Background: an optimization exercise with open tools, aiming at small area, a short achievable clock period and few clock cycles per item. Do not read the settings as production practice. In this exercise RTL edits were held to simulation tests only and were not proved equivalent to the original.

**design/flow/design.v**
```verilog
module ifft_top (
    input  wire        clk,
    input  wire        rst,
    input  wire        ifft_enable,
    input  wire [15:0] in_0_real,
    input  wire [15:0] in_1_real,
    input  wire [15:0] in_2_real,
    input  wire [15:0] in_3_real,
    input  wire [15:0] in_4_real,
    input  wire [15:0] in_5_real,
    input  wire [15:0] in_6_real,
    input  wire [15:0] in_7_real,
    input  wire [15:0] in_8_real,
    input  wire [15:0] in_9_real,
    input  wire [15:0] in_10_real,
    input  wire [15:0] in_11_real,
    input  wire [15:0] in_0_imag,
    input  wire [15:0] in_1_imag,
    input  wire [15:0] in_2_imag,
    input  wire [15:0] in_3_imag,
    input  wire [15:0] in_4_imag,
    input  wire [15:0] in_5_imag,
    input  wire [15:0] in_6_imag,
    input  wire [15:0] in_7_imag,
    input  wire [15:0] in_8_imag,
    input  wire [15:0] in_9_imag,
    input  wire [15:0] in_10_imag,
    input  wire [15:0] in_11_imag,
    output wire [15:0] ifft_out_real,
    output wire [15:0] ifft_out_imag,
    output wire        finish
);
  reg       busy;
  reg [4:0] t;
  reg       fin;
  wire      start = ~busy & ifft_enable;
  always @(posedge clk or negedge rst) begin
    if (!rst) begin
      busy <= 1'b0;
      t    <= 5'd0;
      fin  <= 1'b0;
    end else begin
      if (start) begin
        busy <= 1'b1;
        t    <= 5'd1;
      end else if (busy) begin
        t <= t + 5'd1;
        if (t == 5'd23) busy <= 1'b0;
      end
      fin <= busy & (t >= 5'd7) & (t <= 5'd22);
    end
  end
  assign finish = fin;
  wire [4:0] phA = t - 5'd1;    
  wire [4:0] phB = t - 5'd2;    
  wire [4:0] phC = t - 5'd3;    
  wire [1:0] rA = phA[3:2];
  wire [1:0] rB = phB[3:2], pB = phB[1:0];
  wire [1:0] rC = phC[3:2], pC = phC[1:0];
  wire [1:0] kO = t[1:0] + 2'd1;  
  reg [15:0] ar[0:3], ai[0:3], br[0:3], bi[0:3], cr[0:3], ci[0:3];
  integer i;
  always @(posedge clk) begin
    if (start) begin
      ar[0] <= in_0_real;  ai[0] <= in_0_imag;
      ar[1] <= in_1_real;  ai[1] <= in_1_imag;
      ar[2] <= in_2_real;  ai[2] <= in_2_imag;
      ar[3] <= in_3_real;  ai[3] <= in_3_imag;
      br[0] <= in_4_real;  bi[0] <= in_4_imag;
      br[1] <= in_5_real;  bi[1] <= in_5_imag;
      br[2] <= in_6_real;  bi[2] <= in_6_imag;
      br[3] <= in_7_real;  bi[3] <= in_7_imag;
      cr[0] <= in_8_real;  ci[0] <= in_8_imag;
      cr[1] <= in_9_real;  ci[1] <= in_9_imag;
      cr[2] <= in_10_real; ci[2] <= in_10_imag;
      cr[3] <= in_11_real; ci[3] <= in_11_imag;
    end else begin
      for (i = 0; i < 4; i = i + 1) begin
        ar[i] <= ar[(i+1)%4]; ai[i] <= ai[(i+1)%4];
        br[i] <= br[(i+1)%4]; bi[i] <= bi[(i+1)%4];
        cr[i] <= cr[(i+1)%4]; ci[i] <= ci[(i+1)%4];
      end
    end
  end
  reg [15:0] zr[0:3], zi[0:3];
  wire [15:0] zin_r, zin_i;
  always @(posedge clk) begin
    zr[0] <= zin_r; zi[0] <= zin_i;
    for (i = 1; i < 4; i = i + 1) begin
      zr[i] <= zr[i-1]; zi[i] <= zi[i-1];
    end
  end
  wire [15:0] ur = ar[0], ui = ai[0], vr = br[0], vi = bi[0], wr = cr[0], wi = ci[0];
  wire        sub_w = (rA == 2'd1);
  wire [15:0] s1r = sub_w ? ur - wr : ur + wr;
  wire [15:0] s1i = sub_w ? ui - wi : ui + wi;
  wire [15:0] pa_r = s1r + vr, pa_i = s1i + vi;
  wire [15:0] pm_r = s1r - vr, pm_i = s1i - vi;
  reg  [15:0] PAr, PAi, PBr, PBi, PA2r, PA2i;
  always @(posedge clk) begin
    PAr <= pa_r; PAi <= pa_i;
    case (rA)
      2'd0: begin PBr <= pm_r;  PBi <= pm_i;  end
      2'd1: begin PBr <= s1r;   PBi <= s1i;   end
      2'd2: begin PBr <= vr;    PBi <= vi;    end
      2'd3: begin PBr <= zr[1]; PBi <= zi[1]; end
    endcase
    PA2r <= PAr; PA2i <= PAi;
  end
  localparam M_ID = 3'd0, M_J = 3'd1, M_T1 = 3'd2, M_T3 = 3'd3,
             M_W1 = 3'd4, M_W3 = 3'd5, M_W5 = 3'd6, M_W7 = 3'd7;
  reg [2:0] mode;
  always @(*) begin
    case ({rB, pB})
      4'b00_00: mode = M_ID; 4'b00_01: mode = M_T1; 4'b00_10: mode = M_J;  4'b00_11: mode = M_T3;
      4'b01_00: mode = M_ID; 4'b01_01: mode = M_W1; 4'b01_10: mode = M_T1; 4'b01_11: mode = M_W3;
      4'b10_00: mode = M_J;  4'b10_01: mode = M_W5; 4'b10_10: mode = M_T3; 4'b10_11: mode = M_W7;
      default:  begin
        case (pB) 2'd0: mode = M_ID; 2'd1: mode = M_T1; 2'd2: mode = M_J; default: mode = M_T3; endcase
      end
    endcase
  end
  wire [25:0] dr = {{10{PBr[15]}}, PBr};
  wire [25:0] di = {{10{PBi[15]}}, PBi};
  reg        x1d, x1n, y1d, y1n, x2d, x2n, y2d, y2n, zc;    
  always @(*) begin
    case (mode)
      M_W1:    {x1d,x1n,y1d,y1n,x2d,x2n,y2d,y2n,zc} = 9'b00_11_10_00_0;
      M_W3:    {x1d,x1n,y1d,y1n,x2d,x2n,y2d,y2n,zc} = 9'b11_00_00_10_0;
      M_W5:    {x1d,x1n,y1d,y1n,x2d,x2n,y2d,y2n,zc} = 9'b11_01_00_11_1;
      default: {x1d,x1n,y1d,y1n,x2d,x2n,y2d,y2n,zc} = 9'b01_11_11_00_1;  
    endcase
  end
  wire [25:0] X1 = (x1d ? di : dr) ^ {26{x1n}};
  wire [25:0] Y1 = (y1d ? di : dr) ^ {26{y1n}};
  wire [25:0] X2 = (x2d ? di : dr) ^ {26{x2n}};
  wire [25:0] Y2 = (y2d ? di : dr) ^ {26{y2n}};
  wire [25:0] Z1 = zc ? ~dr : 26'd0;
  wire [25:0] Z2 = zc ? ~di : 26'd0;
  wire [25:0] k1 = (x1n ? 26'd946 : 26'd0) + (y1n ? 26'd391 : 26'd0) + {25'd0, zc};
  wire [25:0] k2 = (x2n ? 26'd946 : 26'd0) + (y2n ? 26'd391 : 26'd0) + {25'd0, zc};
  wire [25:0] cs_re = (X1 << 10) - (X1 << 6) - (X1 << 4) + (X1 << 1)
                    + (Y1 << 9) - (Y1 << 7) + (Y1 << 3) - Y1 + Z1 + k1;
  wire [25:0] cs_im = (X2 << 10) - (X2 << 6) - (X2 << 4) + (X2 << 1)
                    + (Y2 << 9) - (Y2 << 7) + (Y2 << 3) - Y2 + Z2 + k2;
  wire        t3 = (mode == M_T3);
  wire [25:0] hu = dr - di, hv = dr + di;
  wire [25:0] H1 = t3 ? ~hv : hu;
  wire [25:0] H2 = t3 ? hu : hv;
  wire [25:0] Zh1 = t3 ? ~dr : 26'd0;
  wire [25:0] Zh2 = t3 ? ~di : 26'd0;
  wire [25:0] kh1 = t3 ? 26'd725 : 26'd0;   
  wire [25:0] kh2 = t3 ? 26'd1 : 26'd0;
  wire [25:0] h_re = (H1 << 9) + (H1 << 8) - (H1 << 5) - (H1 << 3) - (H1 << 2) + Zh1 + kh1;
  wire [25:0] h_im = (H2 << 9) + (H2 << 8) - (H2 << 5) - (H2 << 3) - (H2 << 2) + Zh2 + kh2;
  reg [15:0] m_r, m_i;
  always @(*) begin
    case (mode)
      M_ID:       begin m_r = PBr;         m_i = PBi;         end
      M_J:        begin m_r = -PBi;        m_i = PBr;         end
      M_T1, M_T3: begin m_r = h_re[25:10]; m_i = h_im[25:10]; end
      default:    begin m_r = cs_re[25:10]; m_i = cs_im[25:10]; end
    endcase
  end
  reg [15:0] MRr, MRi;
  always @(posedge clk) begin
    MRr <= m_r; MRi <= m_i;
  end
  wire [15:0] za_r = zr[3], za_i = zi[3];
  wire [15:0] sum_r = za_r + MRr, sum_i = za_i + MRi;
  wire [15:0] dif_r = za_r - MRr, dif_i = za_i - MRi;
  reg  [15:0] gv_r, gv_i, zn_r, zn_i;
  always @(*) begin
    case (rC)
      2'd0:    begin gv_r = PA2r;  gv_i = PA2i;  zn_r = MRr;   zn_i = MRi;   end
      2'd1:    begin gv_r = za_r;  gv_i = za_i;  zn_r = MRr;   zn_i = MRi;   end
      2'd2:    begin gv_r = sum_r; gv_i = sum_i; zn_r = dif_r; zn_i = dif_i; end
      default: begin gv_r = MRr;   gv_i = MRi;   zn_r = dif_r; zn_i = dif_i; end
    endcase
  end
  assign zin_r = zn_r;
  assign zin_i = zn_i;
  reg [15:0] sr[0:2], si[0:2];
  reg [15:0] g0r, g0i, g1r, g1i, g2r, g2i, g3r, g3i;
  always @(posedge clk) begin
    sr[0] <= gv_r; si[0] <= gv_i;
    sr[1] <= sr[0]; si[1] <= si[0];
    sr[2] <= sr[1]; si[2] <= si[1];
    if (pC == 2'd3) begin
      g0r <= sr[2]; g0i <= si[2];
      g1r <= sr[1]; g1i <= si[1];
      g2r <= sr[0]; g2i <= si[0];
      g3r <= gv_r;  g3i <= gv_i;
    end
  end
  wire        swp = kO[1];               
  wire        n2  = kO[1];               
  wire        nr1 = (kO == 2'd1) | (kO == 2'd2);
  wire        nr3 = (kO == 2'd1) | (kO == 2'd3);
  wire        ni1 = (kO == 2'd1) | (kO == 2'd3);
  wire        ni3 = (kO == 2'd1) | (kO == 2'd2);
  wire [15:0] or1 = (swp ? g1i : g1r) ^ {16{nr1}};
  wire [15:0] or3 = (swp ? g3i : g3r) ^ {16{nr3}};
  wire [15:0] or2 = g2r ^ {16{n2}};
  wire [15:0] oi1 = (swp ? g1r : g1i) ^ {16{ni1}};
  wire [15:0] oi3 = (swp ? g3r : g3i) ^ {16{ni3}};
  wire [15:0] oi2 = g2i ^ {16{n2}};
  wire [1:0]  cor = nr1 + nr3 + n2;
  wire [1:0]  coi = ni1 + ni3 + n2;
  wire [15:0] o_r = g0r + or1 + or2 + or3 + {14'd0, cor};
  wire [15:0] o_i = g0i + oi1 + oi2 + oi3 + {14'd0, coi};
  reg  [15:0] OR, OI;
  always @(posedge clk) begin
    OR <= o_r; OI <= o_i;
  end
  assign ifft_out_real = OR;
  assign ifft_out_imag = OI;
endmodule
```
**design/flow/run.sh**
```bash
#!/bin/bash
# synth_recipe.tcl (not shown) runs the flow's synth.tcl, then flattens the netlist and writes it again
# the make line also repeats each setting of config.mk as NAME=value (left out here)
make -C /OpenROAD-flow-scripts/flow DESIGN_CONFIG=/design/flow/config.mk WORK_HOME=/design/flow/orfs CLKGATE_MAP_FILE= SYNTH_SCRIPT=/design/flow/synth_recipe.tcl finish
```
**design/flow/config.mk**
```make
export PLATFORM = sky130hd
export DESIGN_NAME = ifft_top
export DESIGN_NICKNAME = ifft_top
export VERILOG_FILES = /design/flow/design.v
export SDC_FILE = /design/flow/constraint.sdc
export NUM_CORES = 4
export LEC_CHECK = 0
export CAP_MARGIN = 20
export CORE_MARGIN = 2
export CORE_UTILIZATION = 40
export SLEW_MARGIN = 20
```
**design/flow/constraint.sdc**
```tcl
create_clock -name core_clock -period 13.6 [get_ports {clk}]
set_input_delay 2.7200 -clock core_clock [delete_from_list [all_inputs] [get_ports {clk}]]
set_output_delay 2.7200 -clock core_clock [all_outputs]
set_load 0.01 [all_outputs]
```
==> flow_summary.ini <==
[status]
status = timing/DRC/antenna clean

[clocking]
clock_path_buffers = 3
cts_root_buffer = clkbuf_16
holdBufCountCts = 0
clkLatencyLatePin_ps = 720
ctsHtreeMaxLevel = 3
clkSinkCount = 903
post_cts_buffers = 0
path_clk_slew_ps = 60
cts-buffers-inserted = 94
ctsResizeCount = 0
cts_tree = built

[worst_hold_path]
hp-start = zi[2][0]$_DFF_P_
worst_hold_path.endpoint = zi[3][0]$_DFF_P_
worstHoldPathCells = 0
holdCritPathClass = reg2reg

[setup_path]
worst_r2r_path_depth = 29
required_ps = 14140
crit_path_end_kind = register
critical-path-max-stage-delay_ps = 760
crit_family = adder cells
slowest_stage = clkinv_1
start_kind = register
timing.reg2reg.setup_slack_ps = 3560
worstPathBufferInverterCount = 8
path_max_fanout = 53
critPathKind = reg2reg
critPathArrivalTime_ps = 10580
r2r_end = MRi[8]$_DFF_P_
worstReg2RegStart = t[0]$_DFFE_PN0P_

[die]
die_h_um = 381
start_util = 0.403
dieArea_um2 = 146000
row_count = 138
io_pins = 420
die_w_um = 381
core_um2 = 141000

[synthesis]
avgSynthCellArea_um2 = 10.4
synthCells = 5459
synth-async-reset-ratio = 0.00775
synth_edf_count = 128
synth_cell_types = 90
syn-cell-area_um2 = 57000
synth-seq-cells = 903
yosysSeqAreaShare = 0.340
synthFlopType = dfxtp_1
synth_nets = 6690
yosys_warnings = 11

[sta]
hold_viol_final = 0
final.period_utilization = 0.738
fin_setup_tns_ps = 0
tightestPinTransition_ps = 1150
fin_crit_ps = 10040
skew_ps = 37.1
setup_viol = 0
fmax_mhz = 99.6
drv_slew = 0
grt_setup_unrepaired = false
maxSlewHeadroom = 0.234

[routing]
drt-wirelength-per-cell_um = 20.7
drt_pass1_iterations = 8
drt-total-wl_um = 161000
drc = 0
via_per_inst = 5.10
postRouteAntennaNets = 0
drt_iter0_drc = 2677
num_vias = 39800

[grt]
grt_antenna_before_repair = 20
grt_max_degree = 183
grt_pass1_vias = 41100
grt_overflow = 0
grt_usage = 0.221
grt_first_pass_wirelength_um = 247000

[placed_design]
port_buffers = 419
dpl_cell_area_um2 = 63400
hpwl_um = 130000
gp_congestion = 0.948

[run]
drv_cap = 0

[finish]
fin_util = 0.471
finish.instance_area_um2 = 66600
final_common_cell = inv_1
multi_input_area_um2 = 33900
layout-drive-gt1-share = 0.119
register_area_um2 = 19400
layout_common_cells = inv_1, dfxtp_1, fa_1
fill_cells = 13100
final_nets = 7055
areaGrowthSynthToFinish_pct = 16.9
-- flip-flops by register name, indices dropped and copies added (netlist names), 48 cells and up --
name and cells:
ai 64, ar 64, bi 64, br 64, ci 64, cr 64, si 48, sr 48
zi 64, zr 64
-- Yosys cell counts, drive strengths merged, types with 18 or more instances --
library cell | number | area share
nor3 | 60 | 0.0053
nand2b | 44 | 0.0050
a21oi | 241 | 0.021
a21o | 63 | 0.0083
xnor2 | 331 | 0.051
and3 | 31 | 0.0034
o31ai | 43 | 0.0057
mux2i | 69 | 0.012
nand2 | 269 | 0.018
ha | 406 | 0.089
mux2 | 356 | 0.070
a31oi | 31 | 0.0034
o21bai | 39 | 0.0051
mux4 | 58 | 0.023
o21ai | 178 | 0.016
nor2 | 274 | 0.018
xor2 | 133 | 0.020
buf | 37 | 0.0029
o21a | 23 | 0.0030
a211oi | 29 | 0.0040
nand3 | 44 | 0.0039
clkbuf | 181 | 0.012
and2 | 18 | 0.0020
inv | 805 | 0.053
fa | 438 | 0.15
nor2b | 33 | 0.0036
o211ai | 20 | 0.0026
or3 | 34 | 0.0037
edfxtp | 128 | 0.067
dfxtp | 768 | 0.27
-- metrics by stage --
| stage | worst slack [ps] | hold WS, ps | instances |
|---|---|---|---|
| floorplan | 1570 | 310 | 5459 |
| global placement | 3780 | 310 | 7618 |
| detailed placement | 3560 | 312 | 7618 |
| CTS | 3550 | 307 | 7794 |
| global route | 2750 | 311 | 7797 |
| finish | 3560 | 308 | 7804 |
-- worst max-delay path by stage --
stage                                 from               to  slack [ps]  cells after the start
after CTS                 t[0]$_DFFE_PN0P_  MRi[14]$_DFF_P_        3550                     29
final                     t[0]$_DFFE_PN0P_   MRi[8]$_DFF_P_        3560                     29
after floorplan           t[0]$_DFFE_PN0P_  MRr[12]$_DFF_P_        1570                     27
after detailed placement  t[0]$_DFFE_PN0P_  MRi[14]$_DFF_P_        3560                     29
after global placement    t[0]$_DFFE_PN0P_  MRi[14]$_DFF_P_        3780                     29
after global routing      t[0]$_DFFE_PN0P_   MRi[8]$_DFF_P_        2750                     29
-- logic make-up after synthesis --
kind of cell,share of synthesized area
AO/OA/AOI/OAI,0.0981
XOR/XNOR,0.0717
adder cells (fa/ha/maj),0.243
buffers and inverters,0.0681
flip-flops,0.340
multiplexers,0.105
AND/OR/NAND/NOR,0.0735
-- metal layers --
| layer | wire (um) | track usage |
|---|---|---|
| met5 | 111 | 0 |
| met4 | 5530 | 0.0730 |
| met3 | 12100 | 0.0568 |
| met2 | 75600 | 0.368 |
| met1 | 67900 | 0.280 |
-- final cells by class --
type	count	share of cell area
Antenna cell	10	0.000376
Clock inverter	52	0.00915
Multi-Input combinational cell	3530	0.508
Tap cell	1890	0.0355
Clock buffer	124	0.0394
Timing Repair Buffer	487	0.0708
Sequential cell	903	0.291
Inverter	808	0.0456
Testbench counts, summed over its fixed seeds: cycles 12,288, items 512.

==> port drivers added, routing unchanged <==
How much do the figures lean on ideal ports? The routed layout below was timed once more, with nothing changed but the port constraints.
Step 1 sets driving cells, clkbuf_16 on the clock port and buf_2 on the other inputs (assumed; they add their load-dependent delay and slew).
Step 2, shift: input delay + t, output delay - t, t = (earliest + latest rising clock arrival at the registers) / 2. This alone moves slack from input paths to output paths.
Slacks: ideal / step 1 / step 2; pairs: ideal / step 1.
shift t [ns]: 0.771
setup slack, ns: 3.558 / 3.558 / 3.558
worst setup path at the end: register to register
pins driven straight from the clock port: 1
After both steps this run still meets setup and hold. For this run, drivers alone change the setup slack by 0.000 ns; drivers and shift together by 0.000 ns.
